Background: an optimization exercise with open tools, aiming at small area, a short achievable clock period and few clock cycles. Do not read the settings as production practice. Only simulation tests tie the RTL to the original design; equivalence was not proved. Power is estimated from default activity; no workload was simulated.

--- design/flow/config.mk ---
export PLATFORM = sky130hd
export DESIGN_NAME = gun
export DESIGN_NICKNAME = gun
export VERILOG_FILES = /design/flow/design.v
export SDC_FILE = /design/flow/constraint.sdc
export NUM_CORES = 4
export LEC_CHECK = 0
export CAP_MARGIN = 20
export CORE_MARGIN = 2
export CORE_UTILIZATION = 40
export SLEW_MARGIN = 20
--- design/flow/design.v ---
module gun_st1(input [7:0] a, input [6:0] b, output [8:0] v);
    reg [7:0] s;
    always @(*) begin
        case (a)
            8'd0: s = 8'd0;
            8'd1: s = 8'd1;
            8'd2: s = 8'd4;
            8'd3: s = 8'd9;
            8'd4: s = 8'd16;
            8'd5: s = 8'd25;
            8'd6: s = 8'd36;
            8'd7: s = 8'd49;
            8'd8: s = 8'd64;
            8'd9: s = 8'd81;
            8'd10: s = 8'd100;
            8'd11: s = 8'd121;
            8'd12: s = 8'd144;
            8'd13: s = 8'd169;
            8'd14: s = 8'd196;
            8'd15: s = 8'd225;
            8'd16: s = 8'd0;
            8'd17: s = 8'd33;
            8'd18: s = 8'd68;
            8'd19: s = 8'd105;
            8'd20: s = 8'd144;
            8'd21: s = 8'd185;
            8'd22: s = 8'd228;
            8'd23: s = 8'd17;
            8'd24: s = 8'd64;
            8'd25: s = 8'd113;
            8'd26: s = 8'd164;
            8'd27: s = 8'd217;
            8'd28: s = 8'd16;
            8'd29: s = 8'd73;
            8'd30: s = 8'd132;
            8'd31: s = 8'd193;
            8'd32: s = 8'd0;
            8'd33: s = 8'd65;
            8'd34: s = 8'd132;
            8'd35: s = 8'd201;
            8'd36: s = 8'd16;
            8'd37: s = 8'd89;
            8'd38: s = 8'd164;
            8'd39: s = 8'd241;
            8'd40: s = 8'd64;
            8'd41: s = 8'd145;
            8'd42: s = 8'd228;
            8'd43: s = 8'd57;
            8'd44: s = 8'd144;
            8'd45: s = 8'd233;
            8'd46: s = 8'd68;
            8'd47: s = 8'd161;
            8'd48: s = 8'd0;
            8'd49: s = 8'd97;
            8'd50: s = 8'd196;
            8'd51: s = 8'd41;
            8'd52: s = 8'd144;
            8'd53: s = 8'd249;
            8'd54: s = 8'd100;
            8'd55: s = 8'd209;
            8'd56: s = 8'd64;
            8'd57: s = 8'd177;
            8'd58: s = 8'd36;
            8'd59: s = 8'd153;
            8'd60: s = 8'd16;
            8'd61: s = 8'd137;
            8'd62: s = 8'd4;
            8'd63: s = 8'd129;
            8'd64: s = 8'd0;
            8'd65: s = 8'd129;
            8'd66: s = 8'd4;
            8'd67: s = 8'd137;
            8'd68: s = 8'd16;
            8'd69: s = 8'd153;
            8'd70: s = 8'd36;
            8'd71: s = 8'd177;
            8'd72: s = 8'd64;
            8'd73: s = 8'd209;
            8'd74: s = 8'd100;
            8'd75: s = 8'd249;
            8'd76: s = 8'd144;
            8'd77: s = 8'd41;
            8'd78: s = 8'd196;
            8'd79: s = 8'd97;
            8'd80: s = 8'd0;
            8'd81: s = 8'd161;
            8'd82: s = 8'd68;
            8'd83: s = 8'd233;
            8'd84: s = 8'd144;
            8'd85: s = 8'd57;
            8'd86: s = 8'd228;
            8'd87: s = 8'd145;
            8'd88: s = 8'd64;
            8'd89: s = 8'd241;
            8'd90: s = 8'd164;
            8'd91: s = 8'd89;
            8'd92: s = 8'd16;
            8'd93: s = 8'd201;
            8'd94: s = 8'd132;
            8'd95: s = 8'd65;
            8'd96: s = 8'd0;
            8'd97: s = 8'd193;
            8'd98: s = 8'd132;
            8'd99: s = 8'd73;
            8'd100: s = 8'd16;
            8'd101: s = 8'd217;
            8'd102: s = 8'd164;
            8'd103: s = 8'd113;
            8'd104: s = 8'd64;
            8'd105: s = 8'd17;
            8'd106: s = 8'd228;
            8'd107: s = 8'd185;
            8'd108: s = 8'd144;
            8'd109: s = 8'd105;
            8'd110: s = 8'd68;
            8'd111: s = 8'd33;
            8'd112: s = 8'd0;
            8'd113: s = 8'd225;
            8'd114: s = 8'd196;
            8'd115: s = 8'd169;
            8'd116: s = 8'd144;
            8'd117: s = 8'd121;
            8'd118: s = 8'd100;
            8'd119: s = 8'd81;
            8'd120: s = 8'd64;
            8'd121: s = 8'd49;
            8'd122: s = 8'd36;
            8'd123: s = 8'd25;
            8'd124: s = 8'd16;
            8'd125: s = 8'd9;
            8'd126: s = 8'd4;
            8'd127: s = 8'd1;
            8'd128: s = 8'd0;
            8'd129: s = 8'd129;
            8'd130: s = 8'd4;
            8'd131: s = 8'd137;
            8'd132: s = 8'd16;
            8'd133: s = 8'd153;
            8'd134: s = 8'd36;
            8'd135: s = 8'd177;
            8'd136: s = 8'd64;
            8'd137: s = 8'd209;
            8'd138: s = 8'd100;
            8'd139: s = 8'd249;
            8'd140: s = 8'd144;
            8'd141: s = 8'd41;
            8'd142: s = 8'd196;
            8'd143: s = 8'd97;
            8'd144: s = 8'd0;
            8'd145: s = 8'd161;
            8'd146: s = 8'd68;
            8'd147: s = 8'd233;
            8'd148: s = 8'd144;
            8'd149: s = 8'd57;
            8'd150: s = 8'd228;
            8'd151: s = 8'd145;
            8'd152: s = 8'd64;
            8'd153: s = 8'd241;
            8'd154: s = 8'd164;
            8'd155: s = 8'd89;
            8'd156: s = 8'd16;
            8'd157: s = 8'd201;
            8'd158: s = 8'd132;
            8'd159: s = 8'd65;
            8'd160: s = 8'd0;
            8'd161: s = 8'd193;
            8'd162: s = 8'd132;
            8'd163: s = 8'd73;
            8'd164: s = 8'd16;
            8'd165: s = 8'd217;
            8'd166: s = 8'd164;
            8'd167: s = 8'd113;
            8'd168: s = 8'd64;
            8'd169: s = 8'd17;
            8'd170: s = 8'd228;
            8'd171: s = 8'd185;
            8'd172: s = 8'd144;
            8'd173: s = 8'd105;
            8'd174: s = 8'd68;
            8'd175: s = 8'd33;
            8'd176: s = 8'd0;
            8'd177: s = 8'd225;
            8'd178: s = 8'd196;
            8'd179: s = 8'd169;
            8'd180: s = 8'd144;
            8'd181: s = 8'd121;
            8'd182: s = 8'd100;
            8'd183: s = 8'd81;
            8'd184: s = 8'd64;
            8'd185: s = 8'd49;
            8'd186: s = 8'd36;
            8'd187: s = 8'd25;
            8'd188: s = 8'd16;
            8'd189: s = 8'd9;
            8'd190: s = 8'd4;
            8'd191: s = 8'd1;
            8'd192: s = 8'd0;
            8'd193: s = 8'd1;
            8'd194: s = 8'd4;
            8'd195: s = 8'd9;
            8'd196: s = 8'd16;
            8'd197: s = 8'd25;
            8'd198: s = 8'd36;
            8'd199: s = 8'd49;
            8'd200: s = 8'd64;
            8'd201: s = 8'd81;
            8'd202: s = 8'd100;
            8'd203: s = 8'd121;
            8'd204: s = 8'd144;
            8'd205: s = 8'd169;
            8'd206: s = 8'd196;
            8'd207: s = 8'd225;
            8'd208: s = 8'd0;
            8'd209: s = 8'd33;
            8'd210: s = 8'd68;
            8'd211: s = 8'd105;
            8'd212: s = 8'd144;
            8'd213: s = 8'd185;
            8'd214: s = 8'd228;
            8'd215: s = 8'd17;
            8'd216: s = 8'd64;
            8'd217: s = 8'd113;
            8'd218: s = 8'd164;
            8'd219: s = 8'd217;
            8'd220: s = 8'd16;
            8'd221: s = 8'd73;
            8'd222: s = 8'd132;
            8'd223: s = 8'd193;
            8'd224: s = 8'd0;
            8'd225: s = 8'd65;
            8'd226: s = 8'd132;
            8'd227: s = 8'd201;
            8'd228: s = 8'd16;
            8'd229: s = 8'd89;
            8'd230: s = 8'd164;
            8'd231: s = 8'd241;
            8'd232: s = 8'd64;
            8'd233: s = 8'd145;
            8'd234: s = 8'd228;
            8'd235: s = 8'd57;
            8'd236: s = 8'd144;
            8'd237: s = 8'd233;
            8'd238: s = 8'd68;
            8'd239: s = 8'd161;
            8'd240: s = 8'd0;
            8'd241: s = 8'd97;
            8'd242: s = 8'd196;
            8'd243: s = 8'd41;
            8'd244: s = 8'd144;
            8'd245: s = 8'd249;
            8'd246: s = 8'd100;
            8'd247: s = 8'd209;
            8'd248: s = 8'd64;
            8'd249: s = 8'd177;
            8'd250: s = 8'd36;
            8'd251: s = 8'd153;
            8'd252: s = 8'd16;
            8'd253: s = 8'd137;
            8'd254: s = 8'd4;
            8'd255: s = 8'd129;
        endcase
    end
    assign v = {2'b00, b} + {1'b0, s};
endmodule
module gun_st2(input [8:0] v, input [6:0] ap, input [6:0] y, output [14:0] sum, output [14:0] car);
    wire p1 = ap[0] & v[0];
    wire p2 = ap[0] & v[1];
    wire p3 = ap[0] & v[2];
    wire p4 = ap[0] & v[3];
    wire p5 = ap[0] & v[4];
    wire p6 = ap[0] & v[5];
    wire p7 = ap[0] & v[6];
    wire p8 = ap[0] & v[7];
    wire p9 = ap[0] & v[8];
    wire p10 = ap[1] & v[0];
    wire p11 = ap[1] & v[1];
    wire p12 = ap[1] & v[2];
    wire p13 = ap[1] & v[3];
    wire p14 = ap[1] & v[4];
    wire p15 = ap[1] & v[5];
    wire p16 = ap[1] & v[6];
    wire p17 = ap[1] & v[7];
    wire p18 = ap[1] & v[8];
    wire p19 = ap[2] & v[0];
    wire p20 = ap[2] & v[1];
    wire p21 = ap[2] & v[2];
    wire p22 = ap[2] & v[3];
    wire p23 = ap[2] & v[4];
    wire p24 = ap[2] & v[5];
    wire p25 = ap[2] & v[6];
    wire p26 = ap[2] & v[7];
    wire p27 = ap[2] & v[8];
    wire p28 = ap[3] & v[0];
    wire p29 = ap[3] & v[1];
    wire p30 = ap[3] & v[2];
    wire p31 = ap[3] & v[3];
    wire p32 = ap[3] & v[4];
    wire p33 = ap[3] & v[5];
    wire p34 = ap[3] & v[6];
    wire p35 = ap[3] & v[7];
    wire p36 = ap[3] & v[8];
    wire p37 = ap[4] & v[0];
    wire p38 = ap[4] & v[1];
    wire p39 = ap[4] & v[2];
    wire p40 = ap[4] & v[3];
    wire p41 = ap[4] & v[4];
    wire p42 = ap[4] & v[5];
    wire p43 = ap[4] & v[6];
    wire p44 = ap[4] & v[7];
    wire p45 = ap[4] & v[8];
    wire p46 = ap[5] & v[0];
    wire p47 = ap[5] & v[1];
    wire p48 = ap[5] & v[2];
    wire p49 = ap[5] & v[3];
    wire p50 = ap[5] & v[4];
    wire p51 = ap[5] & v[5];
    wire p52 = ap[5] & v[6];
    wire p53 = ap[5] & v[7];
    wire p54 = ap[5] & v[8];
    wire p55 = ap[6] & v[0];
    wire p56 = ap[6] & v[1];
    wire p57 = ap[6] & v[2];
    wire p58 = ap[6] & v[3];
    wire p59 = ap[6] & v[4];
    wire p60 = ap[6] & v[5];
    wire p61 = ap[6] & v[6];
    wire p62 = ap[6] & v[7];
    wire p63 = ap[6] & v[8];
    wire s64 = p7 ^ p15;
    wire c65 = p7 & p15;
    wire s66 = p8 ^ p16 ^ p24;
    wire c67 = (p8 & p16) | (p8 & p24) | (p16 & p24);
    wire s68 = p32 ^ p40;
    wire c69 = p32 & p40;
    wire s70 = p9 ^ p17 ^ p25;
    wire c71 = (p9 & p17) | (p9 & p25) | (p17 & p25);
    wire s72 = p33 ^ p41 ^ p49;
    wire c73 = (p33 & p41) | (p33 & p49) | (p41 & p49);
    wire s74 = p18 ^ p26 ^ p34;
    wire c75 = (p18 & p26) | (p18 & p34) | (p26 & p34);
    wire s76 = p42 ^ p50;
    wire c77 = p42 & p50;
    wire s78 = p27 ^ p35 ^ p43;
    wire c79 = (p27 & p35) | (p27 & p43) | (p35 & p43);
    wire s80 = p5 ^ p13;
    wire c81 = p5 & p13;
    wire s82 = p6 ^ p14 ^ p22;
    wire c83 = (p6 & p14) | (p6 & p22) | (p14 & p22);
    wire s84 = p30 ^ p38;
    wire c85 = p30 & p38;
    wire s86 = s64 ^ p23 ^ p31;
    wire c87 = (s64 & p23) | (s64 & p31) | (p23 & p31);
    wire s88 = p39 ^ p47 ^ p55;
    wire c89 = (p39 & p47) | (p39 & p55) | (p47 & p55);
    wire s90 = s66 ^ s68 ^ p48;
    wire c91 = (s66 & s68) | (s66 & p48) | (s68 & p48);
    wire s92 = p56 ^ y[0] ^ c65;
    wire c93 = (p56 & y[0]) | (p56 & c65) | (y[0] & c65);
    wire s94 = s70 ^ s72 ^ p57;
    wire c95 = (s70 & s72) | (s70 & p57) | (s72 & p57);
    wire s96 = y[1] ^ c67 ^ c69;
    wire c97 = (y[1] & c67) | (y[1] & c69) | (c67 & c69);
    wire s98 = s74 ^ s76 ^ p58;
    wire c99 = (s74 & s76) | (s74 & p58) | (s76 & p58);
    wire s100 = y[2] ^ c71 ^ c73;
    wire c101 = (y[2] & c71) | (y[2] & c73) | (c71 & c73);
    wire s102 = s78 ^ p51 ^ p59;
    wire c103 = (s78 & p51) | (s78 & p59) | (p51 & p59);
    wire s104 = y[3] ^ c75 ^ c77;
    wire c105 = (y[3] & c75) | (y[3] & c77) | (c75 & c77);
    wire s106 = p36 ^ p44 ^ p52;
    wire c107 = (p36 & p44) | (p36 & p52) | (p44 & p52);
    wire s108 = p60 ^ y[4] ^ c79;
    wire c109 = (p60 & y[4]) | (p60 & c79) | (y[4] & c79);
    wire s110 = p45 ^ p53 ^ p61;
    wire c111 = (p45 & p53) | (p45 & p61) | (p53 & p61);
    wire s112 = p4 ^ p12;
    wire c113 = p4 & p12;
    wire s114 = s80 ^ p21 ^ p29;
    wire c115 = (s80 & p21) | (s80 & p29) | (p21 & p29);
    wire s116 = s82 ^ s84 ^ p46;
    wire c117 = (s82 & s84) | (s82 & p46) | (s84 & p46);
    wire s118 = s86 ^ s88 ^ c83;
    wire c119 = (s86 & s88) | (s86 & c83) | (s88 & c83);
    wire s120 = s90 ^ s92 ^ c87;
    wire c121 = (s90 & s92) | (s90 & c87) | (s92 & c87);
    wire s122 = s94 ^ s96 ^ c91;
    wire c123 = (s94 & s96) | (s94 & c91) | (s96 & c91);
    wire s124 = s98 ^ s100 ^ c95;
    wire c125 = (s98 & s100) | (s98 & c95) | (s100 & c95);
    wire s126 = s102 ^ s104 ^ c99;
    wire c127 = (s102 & s104) | (s102 & c99) | (s104 & c99);
    wire s128 = s106 ^ s108 ^ c103;
    wire c129 = (s106 & s108) | (s106 & c103) | (s108 & c103);
    wire s130 = s110 ^ y[5] ^ c107;
    wire c131 = (s110 & y[5]) | (s110 & c107) | (y[5] & c107);
    wire s132 = p54 ^ p62 ^ y[6];
    wire c133 = (p54 & p62) | (p54 & y[6]) | (p62 & y[6]);
    wire s134 = p3 ^ p11;
    wire c135 = p3 & p11;
    wire s136 = s112 ^ p20 ^ p28;
    wire c137 = (s112 & p20) | (s112 & p28) | (p20 & p28);
    wire s138 = s114 ^ p37 ^ c113;
    wire c139 = (s114 & p37) | (s114 & c113) | (p37 & c113);
    wire s140 = s116 ^ c81 ^ c115;
    wire c141 = (s116 & c81) | (s116 & c115) | (c81 & c115);
    wire s142 = s118 ^ c85 ^ c117;
    wire c143 = (s118 & c85) | (s118 & c117) | (c85 & c117);
    wire s144 = s120 ^ c89 ^ c119;
    wire c145 = (s120 & c89) | (s120 & c119) | (c89 & c119);
    wire s146 = s122 ^ c93 ^ c121;
    wire c147 = (s122 & c93) | (s122 & c121) | (c93 & c121);
    wire s148 = s124 ^ c97 ^ c123;
    wire c149 = (s124 & c97) | (s124 & c123) | (c97 & c123);
    wire s150 = s126 ^ c101 ^ c125;
    wire c151 = (s126 & c101) | (s126 & c125) | (c101 & c125);
    wire s152 = s128 ^ c105 ^ c127;
    wire c153 = (s128 & c105) | (s128 & c127) | (c105 & c127);
    wire s154 = s130 ^ c109 ^ c129;
    wire c155 = (s130 & c109) | (s130 & c129) | (c109 & c129);
    wire s156 = s132 ^ c111 ^ c131;
    wire c157 = (s132 & c111) | (s132 & c131) | (c111 & c131);
    wire t158 = p63 ^ c133 ^ c157;
    assign sum = {t158, s156, s154, s152, s150, s148, s146, s144, s142, s140, s138, s136, s134, p2, p1};
    assign car = {1'b0, c155, c153, c151, c149, c147, c145, c143, c141, c139, c137, c135, p19, p10, 1'b0};
endmodule
module gun(
    input rst_i,
    input clk_i,
    input [15:0] sw_i,
    output busy,
    output [14:0] leds
);
wire [7:0] a = sw_i[15:8];
wire [6:0] b = sw_i[6:0];
reg c1, c2;           
reg [14:0] r0, r1;    
wire [8:0] v;
wire [14:0] sum, car;
gun_st1 st1(.a(a), .b(b), .v(v));
gun_st2 st2(.v(r0[8:0]), .ap(r1[6:0]), .y(r1[13:7]), .sum(sum), .car(car));
assign busy = rst_i | c1 | c2;
assign leds = r0 + r1;
always @(posedge clk_i) begin
    c1 <= rst_i;
    c2 <= c1 & ~rst_i;
    if (c2) begin
        r0 <= sum;
        r1 <= car;
    end else if (c1) begin
        r0[8:0] <= v;
        r1[13:0] <= {b & {7{a[7]}}, a[6:0]};
    end
end
endmodule
--- design/flow/run.sh ---
#!/bin/bash
# synth_recipe.tcl (not shown) runs the flow's synth.tcl, then flattens the netlist and writes it again
# the make line also repeats each setting of config.mk as NAME=value (left out here)
make -C /OpenROAD-flow-scripts/flow DESIGN_CONFIG=/design/flow/config.mk WORK_HOME=/design/flow/orfs CLKGATE_MAP_FILE= SYNTH_SCRIPT=/design/flow/synth_recipe.tcl finish
--- design/flow/constraint.sdc ---
create_clock -name core_clock -period 4.0 [get_ports {clk_i}]
set_input_delay 0.8000 -clock core_clock [delete_from_list [all_inputs] [get_ports {clk_i}]]
set_output_delay 0.8000 -clock core_clock [all_outputs]
set_load 0.01 [all_outputs]
==> results of run 1 <==
## layout by cell type (no fill, tap or decap), types with 3 or more instances in the layout
cell type	Yosys	layout
xor2_1	9	9
a21o_1	5	5
a21oi_1	19	18
mux2i_1	3	3
xnor2_1	9	9
o211ai_1	3	3
inv_1	51	51
mux2_2	3	3
nand2_1	35	35
ha_1	36	36
nor3_1	5	5
edfxtp_1	28	28
o21ai_0	20	20
clkdlybuf4s50_1	0	31
buf_4	0	18
or2_2	3	3
a22o_1	5	5
clkbuf_8	0	5
nor2b_1	6	6
nor2_1	18	18
dfxtp_1	3	3
a211oi_1	3	3
fa_1	41	41
and2_1	50	50
nand3_1	5	5
## synthesized netlist by cell type, types with 3 or more instances
library cell | n | area share
ha_1 | 36 | 0.11
o21ai_0 | 20 | 0.025
mux2_2 | 3 | 0.0085
o211ai_1 | 3 | 0.0056
inv_1 | 51 | 0.048
dfxtp_1 | 3 | 0.015
edfxtp_1 | 28 | 0.21
nor2b_1 | 6 | 0.0094
a21oi_1 | 19 | 0.024
nor3_1 | 5 | 0.0063
and2_1 | 50 | 0.078
fa_1 | 41 | 0.21
xor2_1 | 9 | 0.020
nand3_1 | 5 | 0.0063
or2_2 | 3 | 0.0047
nor2_1 | 18 | 0.017
nand2_1 | 35 | 0.033
clkbuf_1 | 9 | 0.0085
a211oi_1 | 3 | 0.0056
mux2i_1 | 3 | 0.0075
a21o_1 | 5 | 0.0094
a22o_1 | 5 | 0.011
xnor2_1 | 9 | 0.020
## layer usage
metal | vias up | routed length, um
li1 | 1538 | -
met1 | 1560 | 4088
met2 | 48 | 4807
met3 | 4 | 327
met4 | 0 | 66
met5 | - | 0
## worst max path at each step
stage / end / slack (ps) / depth (start not counted)
finish: r0[7] / 210 / 13
global route: r0[7] / 4 / 13
CTS: leds[14] / 120 / 9
detailed placement: r0[7] / -100 / 13
global placement: r0[7] / 10 / 13
floorplan: r0[7] / 640 / 12
## flip-flops by register name, indices dropped and copies added (netlist names)
register,cells
r1,14
c2,1
c1,1
r0,15
## area by class of cell
type / instances / area, um^2
fillers: 975 / 5077
multi-input cells: 328 / 2848
well taps: 133 / 166.4
flip-flops and latches: 31 / 900.9
clock buffers: 5 / 68.82
repair buffers: 50 / 457.9
clock inverters: 3 / 15.01
inverters: 52 / 195.2
## kinds of logic after synthesis
group	count (synthesis)	synth area share
AO/OA/AOI/OAI	87	0.1485
AND/OR/NAND/NOR	139	0.1860
multiplexers	7	0.01973
XOR/XNOR	18	0.03946
adder cells (fa/ha/maj)	77	0.3182
buffers and inverters	64	0.06263
flip-flops	31	0.2255
## stage by stage
stage                     utilization  setup WS, ps  cell area (um^2)  cells  TNS, ps
after floorplan                     -         639.8              3995    423        0
after CTS                      0.4775         119.9              4646    602        0
after global placement         0.4689         11.34              4562    594        0
after detailed placement       0.4689        -100.4              4562    594   -100.4
final                          0.4781         211.6              4652    602        0
after global routing           0.4781         3.732              4652    602        0
## what timing repair did
action,4_1_cts,5_1_grt
gates resized for setup,0,2
setup endpoints to repair,0,2
hold buffers,0,0
## power breakdown
group          switching (mW)  total, mW  internal [mW]
Combinational           0.672       1.33          0.662
Sequential             0.0713      0.526          0.455
Clock                   0.135      0.253          0.118
Total                   0.878       2.11           1.24
==> flow_metrics.env, run 1 <==
export IMPL_synth_area_um2=3995
export IMPL_synth_seq_cells=31
export IMPL_critPathMaxStageDelay_ps=480
export IMPL_die_h_um=103.9
export IMPL_holdPathStages=1
export IMPL_synth_nets=518
export IMPL_grt_max_degree=48
export IMPL_crit_fanout=4
export IMPL_hold_ws_ps=550.5
export IMPL_cp_top_family="compound AO/OA/AOI/OAI gates"
export IMPL_required_ps=4120
export IMPL_slowest_stage="clkdlybuf4s50_1"
export IMPL_fmax_ghz=0.2640
export IMPL_end_kind="register"
export IMPL_cp_start_kind="input port"
export IMPL_cellPowerDensity_nw_per_um2=454.3
export IMPL_first_pass_iters=4
export IMPL_grtUsageTotal=0.1799
export IMPL_crit_chain="clkdlybuf4s50_1 > inv_1 > ha_1 > and3_1 > a2111oi_0 > a21oi_1 > mux2_2 > ha_1 > nand3_1 > a21oi_1 > a2111o_1 > and4_4 > o31ai_2"
export IMPL_r2r_slack_ps=670
export IMPL_via_count=3150
export IMPL_cts_sink_count=31
export IMPL_ys_seq_area_frac=0.2255
export IMPL_startpoint="sw_i[8]"
export IMPL_arrival_ps=3910
export IMPL_die_area_um2=10800
export IMPL_io_pins=34
export IMPL_period_share=0.9471
export IMPL_ir_drop_v=0.0002236
export IMPL_cts_tree="built"
export IMPL_syn2layout_area_growth_pct=16.44
export IMPL_rsz0062_at_grt="no"
export IMPL_p_leak_nw=2.062
export IMPL_synth_area_per_cell_um2=9.445
export IMPL_power_mw=2.113
export IMPL_antenna_left=0
export IMPL_grt_busiest_layer="met2"
export IMPL_synthDistinctLibCells=62
export IMPL_grt_ovfl_total=0
export IMPL_drive_gt1_frac=0.07463
export IMPL_relSlewSlack=0.5766
export IMPL_fin_skew_ps=8.209
export IMPL_drv_cap=0
export IMPL_initial_core_util=0.4106
export IMPL_port_buffers=32
export IMPL_synthFlopType="edfxtp_1"
export IMPL_routed_wl_mm=9.290
export IMPL_place_congestion=0.8527
export IMPL_yosysWarnings=2
export IMPL_use_met1=0.2224
export IMPL_first_iter_violations=104
export IMPL_antenna_found_initial=0
export IMPL_clk_latency_ps=290
export IMPL_cts_buffers=5
export IMPL_die_w_um=103.9
export IMPL_grt_pass1_vias=3175
export IMPL_tightest_slew_ps=631.2
export IMPL_reg2reg_to="r0[7]"
export IMPL_cts_buffer_depth=2
export IMPL_clockRootBuffer="clkbuf_8"
export IMPL_whs_endpoint="c2"
export IMPL_nNetsFinal=563
export IMPL_timing_rr_start="r0[7]"
export IMPL_drv_slew=0
export IMPL_min_delay_start="c1"
export IMPL_setup_viol=0
export IMPL_outcome="finished clean"
export IMPL_synth_edf_count=28
export IMPL_num_rows=36
export IMPL_met3_usage=0.02694
export IMPL_insertedDiodeCount=0
export IMPL_ys_async_sr_fraction=0
export IMPL_design_core_area_um2=9729
export IMPL_critPathBufInv=2
export IMPL_period_needed_ps=3788
export IMPL_hpwl_mm=7.498
export IMPL_grt_pass1_wl_mm=15.59
export IMPL_drc=0
export IMPL_min_path_type="register to register"
export IMPL_path_class="input port to register"
export IMPL_cts_htree_levels=2
export IMPL_reg2reg_depth=7
export IMPL_avgRoutedWirePerCell_um=15.43
export IMPL_post_cts_buffers=0
export IMPL_vias_per_cell=5.233
export IMPL_path_clk_slew_ps=70
export IMPL_grtUsageMet2=0.3308
export IMPL_syn_inst=423
export IMPL_hold_violations=0
Testbench counts, summed over its fixed seeds: cycles 6,400.
==> inputs of run 2 (changes only) <==
--- a/design/flow/config.mk
+++ b/design/flow/config.mk
@@ -10,2 +10,3 @@
 export CORE_UTILIZATION = 40
+export SETUP_SLACK_MARGIN = 0.5
 export SLEW_MARGIN = 20
==> flow_metrics.env, run 2 <==
export IMPL_setup_viol=0
export IMPL_fin_util=0.5042
export IMPL_synthDistinctLibCells=62
export IMPL_antenna_left=0
export IMPL_num_rows=36
export IMPL_wirelength_met1_mm=4.285
export IMPL_synth_most_common_cell="inv_1"
export IMPL_syn_inst=423
export IMPL_grt_pass1_vias=3265
export IMPL_synth_area_per_cell_um2=9.445
export IMPL_tightest_slew_ps=530.9
export IMPL_ys_seq_area_frac=0.2255
export IMPL_die_w_um=103.9
export IMPL_io_pins=34
export IMPL_avgRoutedWirePerCell_um=16.05
export IMPL_fillers=948
export IMPL_drv_slew=0
export IMPL_hold_ws_ps=553.9
export IMPL_die_area_um2=10800
export IMPL_wl_met2_mm=5.051
export IMPL_drc=0
export IMPL_fin_cells=619
export IMPL_drv_cap=0
export IMPL_die_h_um=103.9
export IMPL_dp_cells=594
export IMPL_crit_fanout=4
export IMPL_cellPowerDensity_nw_per_um2=445.3
export IMPL_synth_edf_count=28
export IMPL_internal_power_mw=1.264
export IMPL_synth_xor_area_share=0.03946
export IMPL_relSlewSlack=0.6460
export IMPL_post_dp_cell_area_um2=4562
export IMPL_clockRootBuffer="clkbuf_8"
export IMPL_combPwrFrac=0.652
export IMPL_grt_ovfl_total=0
export IMPL_clock_power_share=0.117
export IMPL_grt_pass1_wl_mm=16.13
export IMPL_seq_power_share=0.231
export IMPL_arrival_ps=3540
export IMPL_nNetsFinal=580
export IMPL_routed_wl_mm=9.938
export IMPL_first_pass_iters=4
export IMPL_grtUsageTotal=0.1884
export IMPL_synth_area_leaders="edfxtp_1 21%, fa_1 21%, ha_1 11%"
export IMPL_cts_buffers=5
export IMPL_ys_async_sr_fraction=0
export IMPL_clk_latency_ps=290
export IMPL_first_iter_violations=121
export IMPL_muxShareOfSynthArea=0.01973
export IMPL_synth_top_family_by_area="adder cells"
export IMPL_synthSimpleGateAreaFrac=0.1860
export IMPL_cts_htree_levels=2
export IMPL_place_congestion=0.8527
export IMPL_period_share=0.8514
export IMPL_design_core_area_um2=9729
export IMPL_synth_area_um2=3995
export IMPL_cts_hold_buf=0
export IMPL_syn2layout_area_growth_pct=22.80
export IMPL_synthFlopType="edfxtp_1"
export IMPL_yosysTopAreaCellShare=0.2105
export IMPL_switching_share=0.4216
export IMPL_path_clk_slew_ps=70
export IMPL_cp_top_family="compound AO/OA/AOI/OAI gates"
export IMPL_largest_reg_flops=15
export IMPL_hold_violations=0
export IMPL_rsz0062_at_grt="yes"
export IMPL_p_leak_nw=2.164
export IMPL_synth_fa_ha_area_frac=0.3182
export IMPL_grt_max_degree=48
export IMPL_insertedDiodeCount=0
export IMPL_fin_area_um2=4906
export IMPL_cp_start_kind="input port"
export IMPL_synth_nets=518
export IMPL_fin_skew_ps=2.860
export IMPL_critPathBufInv=2
export IMPL_final_cell_mix="49 x and2_1, 49 x inv_1, 41 x fa_1, 35 x nand2_1, 35 x buf_4"
export IMPL_ir_drop_v=0.0001966
export IMPL_dr_wl_met3_um=452
export IMPL_crit_chain="clkdlybuf4s50_1 > inv_2 > ha_4 > and3_1 > a2111oi_4 > a21oi_1 > mux2_4 > ha_4 > and3_1 > a2111o_1 > and4_4 > o31ai_2"
export IMPL_synth_seq_cells=31
export IMPL_hpwl_mm=7.498
export IMPL_routed_top_layer="met4"
export IMPL_port_buffers=32
export IMPL_path_class="input port to register"
export IMPL_synth_common_cells="51 x inv_1, 50 x and2_1, 41 x fa_1"
export IMPL_slowest_stage="clkdlybuf4s50_1"
export IMPL_critPathMaxStageDelay_ps=490
export IMPL_yosysWarnings=2
export IMPL_fmax_ghz=0.2936
export IMPL_cts_sink_count=31
export IMPL_cts_buffer_depth=2
export IMPL_required_ps=4130
export IMPL_outcome="finished clean"
export IMPL_cts_tree="built"
export IMPL_power_switching_mw=0.9210
export IMPL_min_path_type="register to register"
export IMPL_reg_top3="r0 (15), r1 (14)"
export IMPL_drive_gt1_frac=0.1502
export IMPL_via_count=3250
export IMPL_yosysTopAreaCell="edfxtp_1"
export IMPL_antenna_found_initial=0
export IMPL_end_kind="register"
export IMPL_initial_core_util=0.4106
export IMPL_top_register="r0"
export IMPL_vias_per_cell=5.250
export IMPL_period_needed_ps=3406
export IMPL_synth_compound_area_frac=0.1484
run 2: cell types whose count changed in the layout (fill, tap and decap cells not counted), sizes merged:
cell           delta
buf              +17
clkdlybuf4s50     -7
dlygate4sd2       +4
clkbuf            +2
dlymetal6s2s      +1
run 2: timing repair:
action	in CTS	in global routing
pin swaps	3	5
endpoints found under the setup margin	9	8
gates resized for setup	15	22
setup buffers	8	9
run 2: final cells by class:
cell class | instances | area [um^2] | area share
Clock buffer | 5 | 68.82 | 0.01403
Clock inverter | 3 | 15.01 | 0.003060
Inverter | 52 | 195.2 | 0.03979
Multi-Input combinational cell | 328 | 2987 | 0.6088
Sequential cell | 31 | 900.9 | 0.1836
Tap cell | 133 | 166.4 | 0.03392
Timing Repair Buffer | 67 | 573.1 | 0.1168
run 2: kinds of logic (layout without fill, tap and decap cells):
group,count (synthesis),in the layout
DFF,31,31
muxes,7,7
AOI/OAI and AO/OA,87,87
xor gates and xnor gates,18,18
and+or+nand+nor,139,139
buffers and inverters,64,127
adders and majority gates,77,77
run 2: path summary, 6_finish.rpt:
check / startpoint / endpoint / slack [ps] / depth (start not counted)
worst min register to register: c1 / c2 / 550 / 1
worst min-delay path: c1 / c2 / 550 / 1
worst max-delay path: sw_i[9] / r0[7] / 590 / 12
worst max register to register: r1[3] / r0[8] / 640 / 8
run 2: routing by layer:
| layer | vias to the layer above | GRT usage |
|---|---|---|
| met4 | 0 | 0.04151 |
| met2 | 70 | 0.3459 |
| li1 | 1573 | - |
| met5 | - | 0 |
| met1 | 1597 | 0.2337 |
| met3 | 10 | 0.02757 |
run 2: power by group through the flow:
| stage | logic, mW | registers [mW] | clock network [mW] |
|---|---|---|---|
| final | 1.42 | 0.504 | 0.256 |
| after global placement | 1.32 | 0.533 | 0 |
| after global routing | 1.60 | 0.511 | 0.276 |
| after CTS | 1.38 | 0.512 | 0.262 |
| after detailed placement | 1.35 | 0.533 | 0 |
| after floorplan | 0.870 | 0.503 | 0 |
run 2: stage by stage:
stage                     TNS (ps)  total power [mW]  setup WS [ps]
after detailed placement    -100.4             1.885         -100.4
after global placement           0             1.852          11.34
final                            0             2.185          594.5
after global routing             0             2.391          448.4
after CTS                        0             2.153          501.0
after floorplan                  0             1.373          639.8
==> inputs of run 3 (changes only) <==
--- a/design/flow/config.mk
+++ b/design/flow/config.mk
@@ -7,2 +7,3 @@
 export LEC_CHECK = 0
+export ABC_CLOCK_PERIOD_IN_PS = 3000
 export CAP_MARGIN = 20
@@ -10,3 +11,3 @@
 export CORE_UTILIZATION = 40
-export SETUP_SLACK_MARGIN = 0.5
+export SETUP_SLACK_MARGIN = 1.0
 export SLEW_MARGIN = 20
==> flow_metrics.env, run 3 <==
export IMPL_worst_slack_ps=786.8
export IMPL_synth_seq_cells=31
export IMPL_syn2layout_area_growth_pct=31.73
export IMPL_fin_skew_ps=8.501
export IMPL_power_mw=2.326
export IMPL_routed_wl_mm=10.28
export IMPL_drive_gt1_frac=0.2817
export IMPL_nNetsFinal=598
export IMPL_reg_top3="r0 (15), r1 (14)"
export IMPL_avgRoutedWirePerCell_um=16.14
export IMPL_synth_common_cells="51 x inv_1, 50 x and2_1, 41 x fa_1"
export IMPL_required_ps=4030
export IMPL_synthDistinctLibCells=62
export IMPL_cts_sink_count=31
export IMPL_final_cell_mix="43 x inv_1, 41 x and2_1, 39 x buf_4, 34 x nand2_1, 33 x fa_1"
export IMPL_synthFlopType="edfxtp_1"
export IMPL_drv_cap=0
export IMPL_relSlewSlack=0.6345
export IMPL_p_leak_nw=2.274
export IMPL_num_rows=36
export IMPL_die_w_um=103.9
export IMPL_slowest_stage="fa_1"
export IMPL_cellPowerDensity_nw_per_um2=441.9
export IMPL_antenna_found_initial=0
export IMPL_fin_util=0.5409
export IMPL_fmax_ghz=0.3112
export IMPL_place_congestion=0.8576
export IMPL_hpwl_mm=7.539
export IMPL_period_needed_ps=3213
export IMPL_arrival_ps=3240
export IMPL_first_iter_violations=115
export IMPL_vias_per_cell=5.185
export IMPL_synth_nets=518
export IMPL_rsz0062_at_grt="yes"
export IMPL_cts_tree="built"
export IMPL_hold_violations=0
export IMPL_fin_area_um2=5263
export IMPL_largest_reg_flops=15
export IMPL_end_kind="register"
export IMPL_ir_drop_v=0.0001988
export IMPL_fin_cells=637
export IMPL_drc=0
export IMPL_design_core_area_um2=9729
export IMPL_yosysTopAreaCellShare=0.2105
export IMPL_ys_seq_area_frac=0.2255
export IMPL_antenna_left=0
export IMPL_dp_cells=591
export IMPL_cts_htree_levels=2
export IMPL_final_common_cell="inv_1"
export IMPL_grtUsageTotal=0.1959
export IMPL_cts_buffers=5
export IMPL_path_clk_slew_ps=70
export IMPL_fin_setup_tns_ps=0
export IMPL_port_buffers=32
export IMPL_drv_slew=0
export IMPL_grt_pass1_wl_mm=16.97
export IMPL_top_register="r0"
export IMPL_path_class="register to register"
export IMPL_hold_ws_ps=570.7
export IMPL_critPathMaxStageDelay_ps=580
export IMPL_via_count=3303
export IMPL_clk_latency_ps=280
export IMPL_synth_area_leaders="edfxtp_1 21%, fa_1 21%, ha_1 11%"
export IMPL_die_h_um=103.9
export IMPL_die_area_um2=10800
export IMPL_yosysWarnings=2
export IMPL_synth_most_common_cell="inv_1"
export IMPL_synth_area_um2=3995
export IMPL_tightest_slew_ps=548.3
export IMPL_crit_chain="buf_6 > buf_6 > and2_4 > fa_1 > fa_1 > fa_1 > fa_2 > nand2_1 > o21ai_2"
export IMPL_setup_viol=0
export IMPL_io_pins=34
export IMPL_min_path_type="register to register"
export IMPL_ys_async_sr_fraction=0
export IMPL_insertedDiodeCount=0
export IMPL_cts_buffer_depth=2
export IMPL_critPathMostFrequentCell="fa_1"
export IMPL_cp_start_kind="register"
export IMPL_syn_inst=423
export IMPL_first_pass_iters=4
export IMPL_preCtsSetupSlack_ps=153.6
export IMPL_synth_edf_count=28
export IMPL_clockRootBuffer="clkbuf_8"
export IMPL_grt_ovfl_total=0
export IMPL_crit_fanout=4
export IMPL_period_share=0.8033
export IMPL_synth_area_per_cell_um2=9.445
export IMPL_initial_core_util=0.4106
export IMPL_grt_pass1_vias=3411
export IMPL_yosysTopAreaCell="edfxtp_1"
export IMPL_outcome="finished clean"
export IMPL_grt_max_degree=47
export IMPL_post_dp_cell_area_um2=4609
run 3: cell count changes in the layout (fill, tap and decap cells not counted), sizes merged:
cell,delta
clkbuf,+2
clkdlybuf4s15,+2
clkinv,-1
buf,+26
dlymetal6s2s,-1
clkinvlp,+1
clkdlybuf4s50,-7
dlygate4sd2,-2
inv,-2
run 3: path summary, 6_finish.rpt:
kind,startpoint,end,slack (ps),cells past startpoint
worst min register to register,c1,c2,570,1
worst max register to register,r1[1],r0[8],790,9
worst min-delay path,c1,c2,570,1
worst max-delay path,r1[1],r0[8],790,9
run 3: worst max-delay path, delay by kind of cell (launching register included):
kind / cells / cell delay (ps)
adders and majority gates: 4 / 1990
DFF: 1 / 430
buffers and inverters: 2 / 270
and+or+nand+nor: 2 / 210
AOI/OAI and AO/OA: 1 / 60
run 3: logic make-up (layout without fill, tap and decap cells):
logic type | Yosys count | after routing | synth area share
adder cells (fa/ha/maj) | 77 | 77 | 0.3182
multiplexers | 7 | 7 | 0.01973
buffers and inverters | 64 | 145 | 0.06263
AND/OR/NAND/NOR | 139 | 139 | 0.1860
XOR/XNOR | 18 | 18 | 0.03946
AO/OA/AOI/OAI | 87 | 87 | 0.1485
flip-flops | 31 | 31 | 0.2255
run 3: cell type report:
class                   count  area (um^2)
flip-flops and latches     31        900.9
repair buffers             85        721.9
clock inverters             1        3.754
fillers                   898         4467
well taps                 133        166.4
multi-input cells         328         3181
inverters                  52        202.7
clock buffers               7        86.33
run 3: power breakdown:
part	internal [mW]	switching, mW	total [mW]	leakage, nW
Combinational	0.756	0.804	1.56	1.92
Clock	0.138	0.125	0.263	0.0459
Sequential	0.455	0.0485	0.503	0.311
Total	1.35	0.977	2.33	2.27
run 3: per-layer routing:
layer,vias to the layer above,part of all wire,track usage
li1,1615,-,-
met5,-,0,0
met1,1634,0.44,0.2420
met2,41,0.52,0.3557
met4,0,0.019,0.05212
met3,13,0.024,0.02945
run 3: repair_timing:
item                                    4_1_cts  5_1_grt
gates cloned                                  0        0
pin swaps                                    39       27
buffers inserted                             34        4
hold buffers                                  0        0
gates resized for setup                      93       33
endpoints found under the setup margin       23       23

==> what the ideal ports hide <==
How much do the figures lean on ideal ports? The routed layouts below were timed once more, with nothing changed but the port constraints. Step 1 assumes that a clkbuf_16 drives the clock port and a buf_2 every other input. Step 2 also shifts input and output timing later by t, the mid clock arrival at the registers, as if the neighbouring blocks saw the same clock. a / b / c = no drivers / after step 1 / after step 2; a / b = the first two.
run	shift t [ns]	setup WS [ns]	hold slack, ns	worst register clock-pin slew, ns	worst data-port slew with drivers (ns)
run 1	0.316	0.212 / 0.217 / -0.098	0.550 / 0.550 / 0.550	0.08 / 0.08	0.03
run 2	0.321	0.594 / 0.602 / 0.282	0.554 / 0.554 / 0.554	0.08 / 0.08	0.04
run 3	0.310	0.787 / 0.787 / 0.516	0.571 / 0.571 / 0.571	0.07 / 0.07	0.04
Met with ideal ports but missed after step 2: setup timing in run 1. For run 2, which loses most, drivers alone change the setup slack by +0.008 ns; drivers and shift together by -0.312 ns.
